This is an optimization exercise on Yosys and OpenROAD, whose aim is small area, not a production implementation.
The RTL was checked by simulation tests, not by an equivalence proof against the original design.
Power is estimated from default activity; no workload was simulated.

**flow/run.sh**
```bash
#!/bin/bash
# synth_recipe.tcl (not shown) runs the flow's synth.tcl, then flattens the netlist and writes it again
# the make line also repeats each setting of config.mk as NAME=value (left out here)
make -C /OpenROAD-flow-scripts/flow DESIGN_CONFIG=/design/flow/config.mk WORK_HOME=/design/flow/orfs CLKGATE_MAP_FILE= SYNTH_SCRIPT=/design/flow/synth_recipe.tcl finish
```
**flow/config.mk**
```make
export PLATFORM = sky130hd
export DESIGN_NAME = fpga_top
export DESIGN_NICKNAME = fpga_top
export VERILOG_FILES = /design/flow/design.v
export SDC_FILE = /design/flow/constraint.sdc
export NUM_CORES = 4
export LEC_CHECK = 0
export CAP_MARGIN = 20
export CORE_MARGIN = 2
export CORE_UTILIZATION = 40
export SLEW_MARGIN = 20
```
**flow/constraint.sdc**
```tcl
create_clock -name core_clock -period 10.0 [get_ports {CLOCK_50}]
set_input_delay 2.0000 -clock core_clock [delete_from_list [all_inputs] [get_ports {CLOCK_50}]]
set_output_delay 2.0000 -clock core_clock [all_outputs]
set_load 0.01 [all_outputs]
```
**flow/design.v**
```verilog
module fpga_top(SW, KEY, CLOCK_50, LEDR, HEX0, HEX1);
    input [9:0] SW;
    input [3:0] KEY;
    input CLOCK_50;
    output [9:0] LEDR;
    output [6:0] HEX0, HEX1;
    wire resetn;
    wire go;
    wire [7:0] data_result;
    assign go = ~KEY[1];
    assign resetn = KEY[0];
    wrapper u0(
        .clk(CLOCK_50),
        .resetn(resetn),
        .go(go),
        .data_in(SW[7:0]),
        .data_result(data_result)
    );
    assign LEDR[9:0] = {2'b00, data_result};
    hex_decoder H0(
        .hex_digit(data_result[3:0]), 
        .segments(HEX0)
        );
    hex_decoder H1(
        .hex_digit(data_result[7:4]), 
        .segments(HEX1)
        );
endmodule
module wrapper(
    input clk,
    input resetn,
    input go,
    input [7:0] data_in,
    output [7:0] data_result
    );
    wire ld_a, ld_b, ld_c, ld_x, ld_r;
    wire ld_alu_out;
    wire [1:0]  alu_select_a, alu_select_b;
    wire alu_op;
    control C0(
        .clk(clk),
        .resetn(resetn),
        .go(go),
        .ld_alu_out(ld_alu_out), 
        .ld_x(ld_x),
        .ld_a(ld_a),
        .ld_b(ld_b),
        .ld_c(ld_c), 
        .ld_r(ld_r), 
        .alu_select_a(alu_select_a),
        .alu_select_b(alu_select_b),
        .alu_op(alu_op)
    );
    datapath D0(
        .clk(clk),
        .resetn(resetn),
        .ld_alu_out(ld_alu_out), 
        .ld_x(ld_x),
        .ld_a(ld_a),
        .ld_b(ld_b),
        .ld_c(ld_c), 
        .ld_r(ld_r), 
        .alu_select_a(alu_select_a),
        .alu_select_b(alu_select_b),
        .alu_op(alu_op),
        .data_in(data_in),
        .data_result(data_result)
    );
 endmodule        
module control(
    input clk,
    input resetn,
    input go,
    output reg  ld_a, ld_b, ld_c, ld_x, ld_r,
    output reg  ld_alu_out,
    output reg [1:0]  alu_select_a, alu_select_b,
    output reg alu_op
    );
    reg [3:0] current_state, next_state; 
    localparam  S_LOAD_A        = 4'd0,
                S_LOAD_A_WAIT   = 4'd1,
                S_LOAD_B        = 4'd2,
                S_LOAD_B_WAIT   = 4'd3,
                S_LOAD_C        = 4'd4,
                S_LOAD_C_WAIT   = 4'd5,
                S_LOAD_X        = 4'd6,
                S_LOAD_X_WAIT   = 4'd7,
                S_CYCLE_0       = 4'd8,
                S_CYCLE_1       = 4'd9,
                S_CYCLE_2       = 4'd10,
		S_CYCLE_3       = 4'd11,
                S_CYCLE_4       = 4'd12;
    always@(*)
    begin: state_table 
            case (current_state)
                S_LOAD_A: next_state = go ? S_LOAD_A_WAIT : S_LOAD_A;  
                S_LOAD_A_WAIT: next_state = go ? S_LOAD_A_WAIT : S_LOAD_B;  
                S_LOAD_B: next_state = go ? S_LOAD_B_WAIT : S_LOAD_B;  
                S_LOAD_B_WAIT: next_state = go ? S_LOAD_B_WAIT : S_LOAD_C;  
                S_LOAD_C: next_state = go ? S_LOAD_C_WAIT : S_LOAD_C;  
                S_LOAD_C_WAIT: next_state = go ? S_LOAD_C_WAIT : S_LOAD_X;  
                S_LOAD_X: next_state = go ? S_LOAD_X_WAIT : S_LOAD_X;  
                S_LOAD_X_WAIT: next_state = go ? S_LOAD_X_WAIT : S_CYCLE_0;  
                S_CYCLE_0: next_state = S_CYCLE_1;
                S_CYCLE_1: next_state = S_CYCLE_2;
		S_CYCLE_2: next_state = S_CYCLE_3;
		S_CYCLE_3: next_state = S_CYCLE_4;
		S_CYCLE_4: next_state = S_LOAD_A;  
            default:     next_state = S_LOAD_A;
        endcase
    end  
    always @(*)
    begin: enable_signals
        ld_alu_out = 1'b0;
        ld_a = 1'b0;
        ld_b = 1'b0;
        ld_c = 1'b0;
        ld_x = 1'b0;
        ld_r = 1'b0;
        alu_select_a = 2'b00;
        alu_select_b = 2'b00;
        alu_op       = 1'b0;
        case (current_state)
            S_LOAD_A: begin
                ld_a = 1'b1;
                end
            S_LOAD_B: begin
                ld_b = 1'b1;
                end
            S_LOAD_C: begin
                ld_c = 1'b1;
                end
            S_LOAD_X: begin
                ld_x = 1'b1;
                end
            S_CYCLE_0: begin  
                ld_alu_out = 1'b1; ld_a = 1'b1;  
                alu_select_a = 2'b11;  
                alu_select_b = 2'b00;  
                alu_op = 1'b1;  
            end
	    S_CYCLE_1: begin  
                ld_alu_out = 1'b1; ld_a = 1'b1;  
                alu_select_a = 2'b11;  
                alu_select_b = 2'b00;  
                alu_op = 1'b1;  
            end
	    S_CYCLE_2: begin  
                ld_alu_out = 1'b1; ld_b = 1'b1;  
                alu_select_a = 2'b11;  
                alu_select_b = 2'b01;  
                alu_op = 1'b1;  
            end
	    S_CYCLE_3: begin  
                ld_alu_out = 1'b1; ld_b = 1'b1;  
                alu_select_a = 2'b00;  
                alu_select_b = 2'b01;  
                alu_op = 1'b0;  
            end
            S_CYCLE_4: begin 
                ld_r = 1'b1;  
                alu_select_a = 2'b01;  
                alu_select_b = 2'b10;  
                alu_op = 1'b0;  
            end
        endcase
    end  
    always@(posedge clk)
    begin: state_FFs
        if(!resetn)
            current_state <= S_LOAD_A;
        else
            current_state <= next_state;
    end  
endmodule
module datapath(
    input clk,
    input resetn,
    input [7:0] data_in,
    input ld_alu_out, 
    input ld_x, ld_a, ld_b, ld_c,
    input ld_r,
    input alu_op, 
    input [1:0] alu_select_a, alu_select_b,
    output reg [7:0] data_result
    );
    reg [7:0] a, b, c, x;
    reg [7:0] alu_out;
    reg [7:0] alu_a, alu_b;
    always @ (posedge clk) begin
        if (!resetn) begin
            a <= 8'd0; 
            b <= 8'd0; 
            c <= 8'd0; 
            x <= 8'd0; 
        end
        else begin
            if (ld_a)
                a <= ld_alu_out ? alu_out : data_in;  
            if (ld_b)
                b <= ld_alu_out ? alu_out : data_in;  
            if (ld_x)
                x <= data_in;
            if (ld_c)
                c <= data_in;
        end
    end
    always @ (posedge clk) begin
        if (!resetn) begin
            data_result <= 8'd0; 
        end
        else 
            if(ld_r)
                data_result <= alu_out;
    end
    always @(*)
    begin
        case (alu_select_a)
            2'd0:
                alu_a = a;
            2'd1:
                alu_a = b;
            2'd2:
                alu_a = c;
            2'd3:
                alu_a = x;
            default: alu_a = 8'd0;
        endcase
        case (alu_select_b)
            2'd0:
                alu_b = a;
            2'd1:
                alu_b = b;
            2'd2:
                alu_b = c;
            2'd3:
                alu_b = x;
            default: alu_b = 8'd0;
        endcase
    end
    always @(*)
    begin : ALU
        case (alu_op)
            0: begin
                   alu_out = alu_a + alu_b;  
               end
            1: begin
                   alu_out = alu_a * alu_b;  
               end
            default: alu_out = 8'd0;
        endcase
    end
endmodule
module hex_decoder(hex_digit, segments);
    input [3:0] hex_digit;
    output reg [6:0] segments;
    always @(*)
        case (hex_digit)
            4'h0: segments = 7'b100_0000;
            4'h1: segments = 7'b111_1001;
            4'h2: segments = 7'b010_0100;
            4'h3: segments = 7'b011_0000;
            4'h4: segments = 7'b001_1001;
            4'h5: segments = 7'b001_0010;
            4'h6: segments = 7'b000_0010;
            4'h7: segments = 7'b111_1000;
            4'h8: segments = 7'b000_0000;
            4'h9: segments = 7'b001_1000;
            4'hA: segments = 7'b000_1000;
            4'hB: segments = 7'b000_0011;
            4'hC: segments = 7'b100_0110;
            4'hD: segments = 7'b010_0001;
            4'hE: segments = 7'b000_0110;
            4'hF: segments = 7'b000_1110;   
            default: segments = 7'h7f;
        endcase
endmodule
```
==> flow_metrics.tcl, run 1 <==
set metrics [dict create \
    status "timing/DRC/antenna clean" \
    critical_path_depth 19 \
    multiInputGateArea_mm2 0.00290 \
    fmax_mhz 165 \
    cp_max_fo 16 \
    post_cts_buffers 0 \
    crit_path_top_delay_cell "dfxtp_1" \
    synth_seq_cells 67 \
    drive_above_1_share 0.102 \
    diodes 0 \
    grt.total_usage 0.163 \
    drtIter0Drc 121 \
    async_flop_share 0 \
    drc 0 \
    num_rows 38 \
    fin_crit_sh 0.607 \
    tns_ns 0 \
    syn_area_mm2 0.00454 \
    grt_max_degree 46 \
    slowest_delay_ns 0.83 \
    rsz0062_at_grt "no" \
    seq_power_share 0.417 \
    required_ns 10.23 \
    gp_congestion 0.855 \
    grt_pass1_wl_mm 16.4 \
    min_period_ns 6.07 \
    synth_cell_type_count 60 \
    cts_buffer_depth 2 \
    fillers 1050 \
    layout_setup_ws_ns 3.93 \
    yosysWarningCount 3 \
    synthToLayoutAreaGrowth_pct 14.3 \
    finalSetupViolations 0 \
    cts_sinks 67 \
    fin_util 0.474 \
    vias_per_cell 5.21 \
    grt_pass1_vias 3383 \
    slew_headroom 0.472 \
    hold_class "register to register" \
    ant_nets 0 \
    initial_core_util 0.415 \
    worstSkewPairLatency_ns 0.32 \
    fin_nets 566 \
    die_x_um 111 \
    ctsHoldBuffers 0 \
    final_common_cell "dfxtp_1" \
    pwr-share-clk 0.454 \
    num_io_pins 39 \
    drv_slew 0 \
    final_cell_mix "dfxtp_1 (67), nor2_1 (60), inv_1 (43), nand2_1 (42), mux2i_1 (36)" \
    finalHoldViolCount 0 \
    place_ws_ns 3.92 \
    final-seq-area_mm2 0.00134 \
    crit_buf_inv 4 \
    power_frac_comb 0.129 \
    numPortBuffers 32 \
    yosysSeqAreaShare 0.295 \
    dpl.cell_count 635 \
    syn_inst 487 \
    synth_edf_count 0 \
    worstMarginPinSlew_ns 0.791 \
    p_switching_uw 160 \
    worstRegToRegCells 19 \
    dieArea_mm2 0.0122 \
    worstSetupPathType "register to register" \
    h-tree-depth 3 \
    min_path_cells 2 \
    cts-root-buf "clkbuf_16" \
    fp.dieH_um 111 \
    crit_top_cell "inv_1" \
    wl_per_cell_um 14.8 \
    wirelength_mm 9.61 \
    yosys_most_used_dff "dfxtp_1" \
    grt_overflow_total 0 \
    fin_area_mm2 0.00519 \
    cp-end-kind "register" \
    power_density_mw_per_mm2 128 \
    cts_tree "yes" \
    cp_data_arrival_time_ns 6.30 \
    clk_pin_slew_worst_paths_ns 0.05 \
    power_leakage_nw 2.11 \
    p_total_uw 665 \
    post_synth.cell_area_avg_um2 9.32 \
    instances_no_fill 649 \
    drtPass1Iterations 4 \
    design.core.area_mm2 0.0109 \
    cts_buffers 9 \
    cts_resized 0 \
    fin_hold_ws_ns 0.488 \
    start_kind "register" \
    crit_family "adder cells" \
    p_int_uw 505 \
    dp_hpwl_mm 7.23 \
    routed-via-count 3384 \
    placed_cell_area_mm2 0.00491 \
    worstPathCellList "mux4_2 -> ha_1 -> inv_1 -> fa_1 -> inv_1 -> fa_1 -> ha_1 -> inv_1 -> fa_1 -> inv_1 -> ha_1 -> a21o_1 -> a21oi_1 -> xnor3_1 -> xnor3_1 -> mux2i_4 -> mux2i_4 -> mux2_2 -> o22ai_1" \
    grt_antenna_before_repair 0 \
    maxCapViolations 0 \
    clock_skew_ns 0.00290 \
    ir_worst_vdd_uv 89.5 \
    sw_frac_of_total 0.240 \
]
## final timing paths
kind / startpoint / endpoint / slack (ns)
hold / removal: u0.D0.a[5] / u0.D0.a[5] / 0.49
hold reg to reg: u0.D0.a[5] / u0.D0.a[5] / 0.49
setup reg to reg: u0.D0.alu_op / HEX1[4] / 3.93
setup / recovery: u0.D0.alu_op / HEX1[4] / 3.93
## area by class of cell
| cell class | count | share of cell area |
|---|---|---|
| flip-flops and latches | 67 | 0.259 |
| clock buffers | 11 | 0.0468 |
| repair buffers | 33 | 0.0632 |
| clock inverters | 3 | 0.00772 |
| multi-input cells | 351 | 0.558 |
| inverters | 44 | 0.0318 |
| well taps | 140 | 0.0338 |
## sequential cells by signal (all words and copies together), names as in the netlist
| name | flops |
|---|---|
| u0.D0.a | 8 |
| u0.D0.b | 8 |
| u0.D0.c | 8 |
| u0.D0.data_result | 8 |
| u0.D0.x | 8 |
| HEX0 | 7 |
| HEX1 | 7 |
| u0.C0.current_state | 4 |
| u0.D0.alu_select_b | 2 |
| u0.C0.ld_a | 1 |
| u0.C0.ld_b | 1 |
| u0.C0.ld_c | 1 |
| u0.C0.ld_x | 1 |
| u0.D0.alu_op | 1 |
| u0.D0.alu_select_a | 1 |
| u0.D0.ld_alu_out | 1 |
## cell families after synthesis
family                   share of synthesized area
AND/OR/NAND/NOR                              0.145
AO/OA/AOI/OAI                                0.120
buffers and inverters                       0.0675
flip-flops                                   0.295
multiplexers                                 0.174
adder cells (fa/ha/maj)                      0.146
XOR/XNOR                                    0.0502
other                                     0.000826
## synth_stat cells (2+ instances only)
library cell   n  area, um^2
nand3b_1       2        15.0
ha_1          33         413
o2111ai_1      2        17.5
fa_1          12         240
nand2_1       42         158
clkbuf_1      10        37.5
o21ai_0       11        55.1
a21o_1         3        22.5
o221ai_1       2        17.5
o22ai_1        7        43.8
buf_1          5        18.8
nand2b_1       5        31.3
a21oi_1       24         120
nor3_1         5        25.0
mux2i_1       36         360
mux2_2         2        22.5
o21a_1         2        15.0
buf_6          4        45.0
a31oi_1        5        31.3
mux2i_4        2        45.0
o211ai_1       5        37.5
dfxtp_1       67        1340
or3_1          2        12.5
o21ba_2        2        20.0
inv_1         43         161
xnor2_1       14         123
xnor3_1        2        45.0
nand2_2        2        12.5
and2_2         5        37.5
o21ai_1        5        25.0
buf_4          2        15.0
xor2_1         5        43.8
or4_1          2        15.0
a211oi_1       3        22.5
mux4_2        15         338
buf_2          5        25.0
nor2_1        60         225
and2_1        12        75.1
## metal layers
layer,vias to the layer above,track usage,share of wire
li1,1705,-,-
met4,0,0.0450,0.013
met3,12,0.0296,0.024
met2,40,0.281,0.50
met5,-,0,0
met1,1627,0.210,0.47
## worst min-delay path, cell delays in order (launching register included)
cell     delay, ns
dfxtp_1       0.31
nand2_1       0.06
o22ai_1       0.06
## power by group through the flow
stage	sequential (mW)	combinational (mW)	clock, mW
final	0.278	0.0858	0.302
after global routing	0.278	0.0967	0.320
after CTS	0.277	0.0869	0.311
after detailed placement	0.283	0.0862	0
after global placement	0.283	0.0854	0
after floorplan	0.280	0.0673	0
==> run 2, diff against run 1 <==
==> flow/design.v (replaced) <==
module fpga_top(SW, KEY, CLOCK_50, LEDR, HEX0, HEX1);
    input [9:0] SW;
    input [3:0] KEY;
    input CLOCK_50;
    output [9:0] LEDR;
    output [6:0] HEX0, HEX1;
    wire resetn = KEY[0];
    wire go = ~KEY[1];
    wire [7:0] data_result;
    quad_core u0(
        .clk(CLOCK_50),
        .resetn(resetn),
        .go(go),
        .data_in(SW[7:0]),
        .data_result(data_result)
    );
    assign LEDR[9:0] = {2'b00, data_result};
    hex_decoder H0(.hex_digit(data_result[3:0]), .segments(HEX0));
    hex_decoder H1(.hex_digit(data_result[7:4]), .segments(HEX1));
endmodule
module quad_core(
    input clk,
    input resetn,
    input go,
    input [7:0] data_in,
    output reg [7:0] data_result
    );
    reg [3:0] state;
    wire advance = state[3] | (state[0] ^ go);
    wire last    = (state == 4'd12);
    always @(posedge clk) begin
        if (!resetn)
            state <= 4'd0;
        else if (advance)
            state <= last ? 4'd0 : state + 4'd1;
    end
    wire ld_a  = (state == 4'd0);
    wire ld_b  = (state == 4'd2);
    wire ld_c  = (state == 4'd4);
    wire ld_x  = (state == 4'd6) & go;
    reg [7:0] a, b, c;
    wire [7:0] b_next = (ld_b | ld_x) ? data_in : b;
    wire [7:0] k   = state[3] ? c : b;
    wire [7:0] mac = a * b_next + k;
    always @(posedge clk) begin
        if (ld_a)
            a <= data_in;
        else if (ld_x)
            a <= mac;
        b <= b_next;
        if (ld_c)
            c <= data_in;
    end
    always @(posedge clk) begin
        if (!resetn)
            data_result <= 8'd0;
        else if (last)
            data_result <= mac;
    end
endmodule
module hex_decoder(hex_digit, segments);
    input [3:0] hex_digit;
    output [6:0] segments;
    localparam [15:0] SEG0 = 16'h2812,
                      SEG1 = 16'hd860,
                      SEG2 = 16'hd004,
                      SEG3 = 16'h8692,
                      SEG4 = 16'h02ba,
                      SEG5 = 16'h208e,
                      SEG6 = 16'h1083;
    assign segments = {SEG6[hex_digit], SEG5[hex_digit], SEG4[hex_digit],
                       SEG3[hex_digit], SEG2[hex_digit], SEG1[hex_digit],
                       SEG0[hex_digit]};
endmodule
==> flow_metrics.tcl, run 2 <==
set metrics [dict create \
    fin_crit_sh 0.735 \
    whs_endpoint "u0.b[7]" \
    num_io_pins 39 \
    cp-end-kind "register" \
    cts_buffer_depth 2 \
    grt_max_degree 22 \
    final-seq-area_um2 881 \
    yosys_most_used_dff "dfxtp_1" \
    min_path_cells 1 \
    cts_resized 0 \
    synth_edf_count 16 \
    synth_common_cells "nand2_1 (53), inv_1 (45), ha_1 (30), dfxtp_1 (20), o21ai_0 (20)" \
    dieArea_mm2 0.00837 \
    synth.largest_area_cell "edfxtp_1" \
    grt_overflow_total 0 \
    fmax_mhz 136 \
    routed-via-count 2352 \
    diodes 0 \
    grt.total_usage 0.172 \
    cts_buffers 5 \
    grt_pass1_vias 2324 \
    tns_ns 0 \
    maxCapViolations 0 \
    synth_seq_cells 36 \
    fp.dieH_um 91.5 \
    finalSetupViolations 0 \
    cts_sinks 36 \
    netlist_top_cells_area "edfxtp_1 (16%), dfxtp_1 (13%), ha_1 (12%), fa_1 (12%), nand2_1 (6.5%)" \
    crit_top_cell "fa_1" \
    die_x_um 91.5 \
    power_density_mw_per_mm2 393 \
    ff2ff_setup_slack_ns 4.20 \
    synth.most_common_cell "nand2_1" \
    slowest_delay_ns 0.61 \
    required_ns 10.04 \
    cp_max_fo 9 \
    crit_path_top_delay_cell "clkdlybuf4s50_1" \
    worstSkewPairLatency_ns 0.29 \
    cp_data_arrival_time_ns 7.40 \
    design.core.area_mm2 0.00733 \
    yosysWarningCount 1 \
    grt_pass1_wl_mm 11.4 \
    multiInputGateArea_mm2 0.00195 \
    worstHoldStart "u0.b[7]" \
    initial_core_util 0.417 \
    min_period_ns 7.35 \
    drtPass1Iterations 4 \
    post_synth.cell_area_avg_um2 9.16 \
    syn_area_mm2 0.00306 \
    slew_headroom 0.377 \
    worstReg2RegEnd "u0.a[7]" \
    cts_tree "yes" \
    finalHoldViolCount 0 \
    ant_nets 0 \
    cts-root-buf "clkbuf_8" \
    ir_worst_vdd_uv 381 \
    drtIter0Drc 126 \
    worstSetupPathType "input port to register" \
    worstPathCellList "clkdlybuf4s50_1 -> nand2_4 -> nand2_2 -> nand2_1 -> nand2_1 -> nand2_1 -> fa_1 -> inv_1 -> fa_1 -> inv_1 -> fa_1 -> fa_1 -> inv_1 -> ha_1 -> a21oi_1 -> xnor3_1 -> xnor3_1 -> xnor3_1 -> o21ai_2" \
    ctsHoldBuffers 0 \
    dp_hpwl_mm 5.29 \
    final_cell_mix "nand2_1 (53), inv_1 (45), clkdlybuf4s50_1 (32), ha_1 (30)" \
    start_kind "input port" \
    hold_class "register to register" \
    async_flop_share 0 \
    power_leakage_nw 1.48 \
    drive_above_1_share 0.0658 \
    drc 0 \
    worstMarginPinSlew_ns 0.931 \
    clk_pin_slew_worst_paths_ns 0.07 \
    rr_startpoint "u0.state[0]" \
    worstRegToRegCells 20 \
    num_rows 31 \
    status "timing/DRC/antenna clean" \
    wl_per_cell_um 14.8 \
    grt_antenna_before_repair 0 \
    synth_cell_type_count 42 \
    yosysSeqAreaShare 0.288 \
    fin_util 0.483 \
    rsz0062_at_grt "no" \
    gp_congestion 0.820 \
    fin_nets 427 \
    final_common_cell "nand2_1" \
    syn_inst 334 \
    synth_top_area_frac 0.157 \
    drv_slew 0 \
    post_cts_buffers 0 \
    clock_skew_ns 0.00742 \
    synthToLayoutAreaGrowth_pct 15.8 \
    h-tree-depth 2 \
    vias_per_cell 5.07 \
    fillers 702 \
    wirelength_mm 6.85 \
    numPortBuffers 32 \
]
## run 2: power by group
part           internal (mW)  switching [mW]
clock network         0.0484          0.0541
logic                  0.536           0.518
registers              0.199          0.0383
## run 2: final cells by class
| class | instances | share of cell area |
|---|---|---|
| multi-input combinational | 242 | 0.550 |
| tap | 99 | 0.0350 |
| sequential | 36 | 0.249 |
| clock buffer | 6 | 0.0205 |
| timing repair buffer | 34 | 0.0946 |
| clock inverter | 2 | 0.00318 |
| inverter | 45 | 0.0477 |
## run 2: worst max-delay path: cells and delay by family
| kind | cells | cell delay [ns] |
|---|---|---|
| XOR/XNOR | 3 | 1.24 |
| AO/OA/AOI/OAI | 2 | 0.19 |
| AND/OR/NAND/NOR | 5 | 0.81 |
| buffers and inverters | 4 | 0.76 |
| adder cells (fa/ha/maj) | 5 | 2.36 |
## run 2: metal layers
metal  global-route usage  routed length, um  vias to the layer above
met5                    0                  0                        -
met4               0.0429                 51                        0
met3               0.0274                277                        4
met2                0.268               3180                       44
met1                0.247               3340                     1139
li1                     -                  -                     1165
## run 2: logic make-up (layout without fill, tap and decap cells)
kind of cell	count (synthesis)	in the layout	share of synthesized area
AO/OA/AOI/OAI	50	50	0.101
XOR/XNOR	15	15	0.0564
adder cells (fa/ha/maj)	48	48	0.240
buffers and inverters	57	87	0.0760
flip-flops	36	36	0.288
multiplexers	21	21	0.0724
other	1	2	0.00123
AND/OR/NAND/NOR	106	106	0.165
## run 2: worst max path at each step
stage	startpoint	end	slack, ns	cells past startpoint
after detailed placement	KEY[1]	u0.a[7]	2.31	19
after floorplan	KEY[1]	u0.a[7]	3.37	19
after global placement	KEY[1]	u0.a[7]	2.40	19
final	KEY[1]	u0.a[7]	2.65	19
after CTS	KEY[1]	u0.a[7]	2.61	19
after global routing	KEY[1]	u0.a[7]	2.34	19
## run 2: stage by stage
step	power (mW)	instance area (um^2)	instances	worst slack [ns]	hold slack, ns
after floorplan	1.06	3060	335	3.37	0.460
after global placement	1.28	3460	456	2.40	0.484
after detailed placement	1.30	3460	456	2.31	0.496
after CTS	1.41	3540	464	2.61	0.514
after global routing	1.54	3540	464	2.34	0.537
final	1.39	3540	464	2.65	0.509

[re-timing with driven ports]
The results above use ideal ports. As a check the final layouts listed here were re-extracted and re-timed, cells and wires unchanged. Step 1 sets driving cells, clkbuf_16 on the clock port and buf_2 on the other inputs (assumed; they add their load-dependent delay and slew). Step 2, shift: input delay + t, output delay - t, t = (earliest + latest rising clock arrival at the registers) / 2. This alone moves slack from input paths to output paths. Slacks: no drivers / after step 1 / after step 2; pairs: no drivers / after step 1.
run	t (ns)	setup slack, ns	slew at the worst register clock pin (ns)	worst data-port slew with drivers (ns)	cell pins on the clock port's net
run 1	0.357	3.930 / 3.930 / 3.930	0.05 / 0.05	0.03	1
run 2	0.313	2.647 / 2.654 / 2.341	0.08 / 0.08	0.03	1
After both steps setup and hold are still met in every run listed. The setup slack of run 2, which loses most, moves by +0.007 ns with the drivers and by -0.306 ns with both steps.
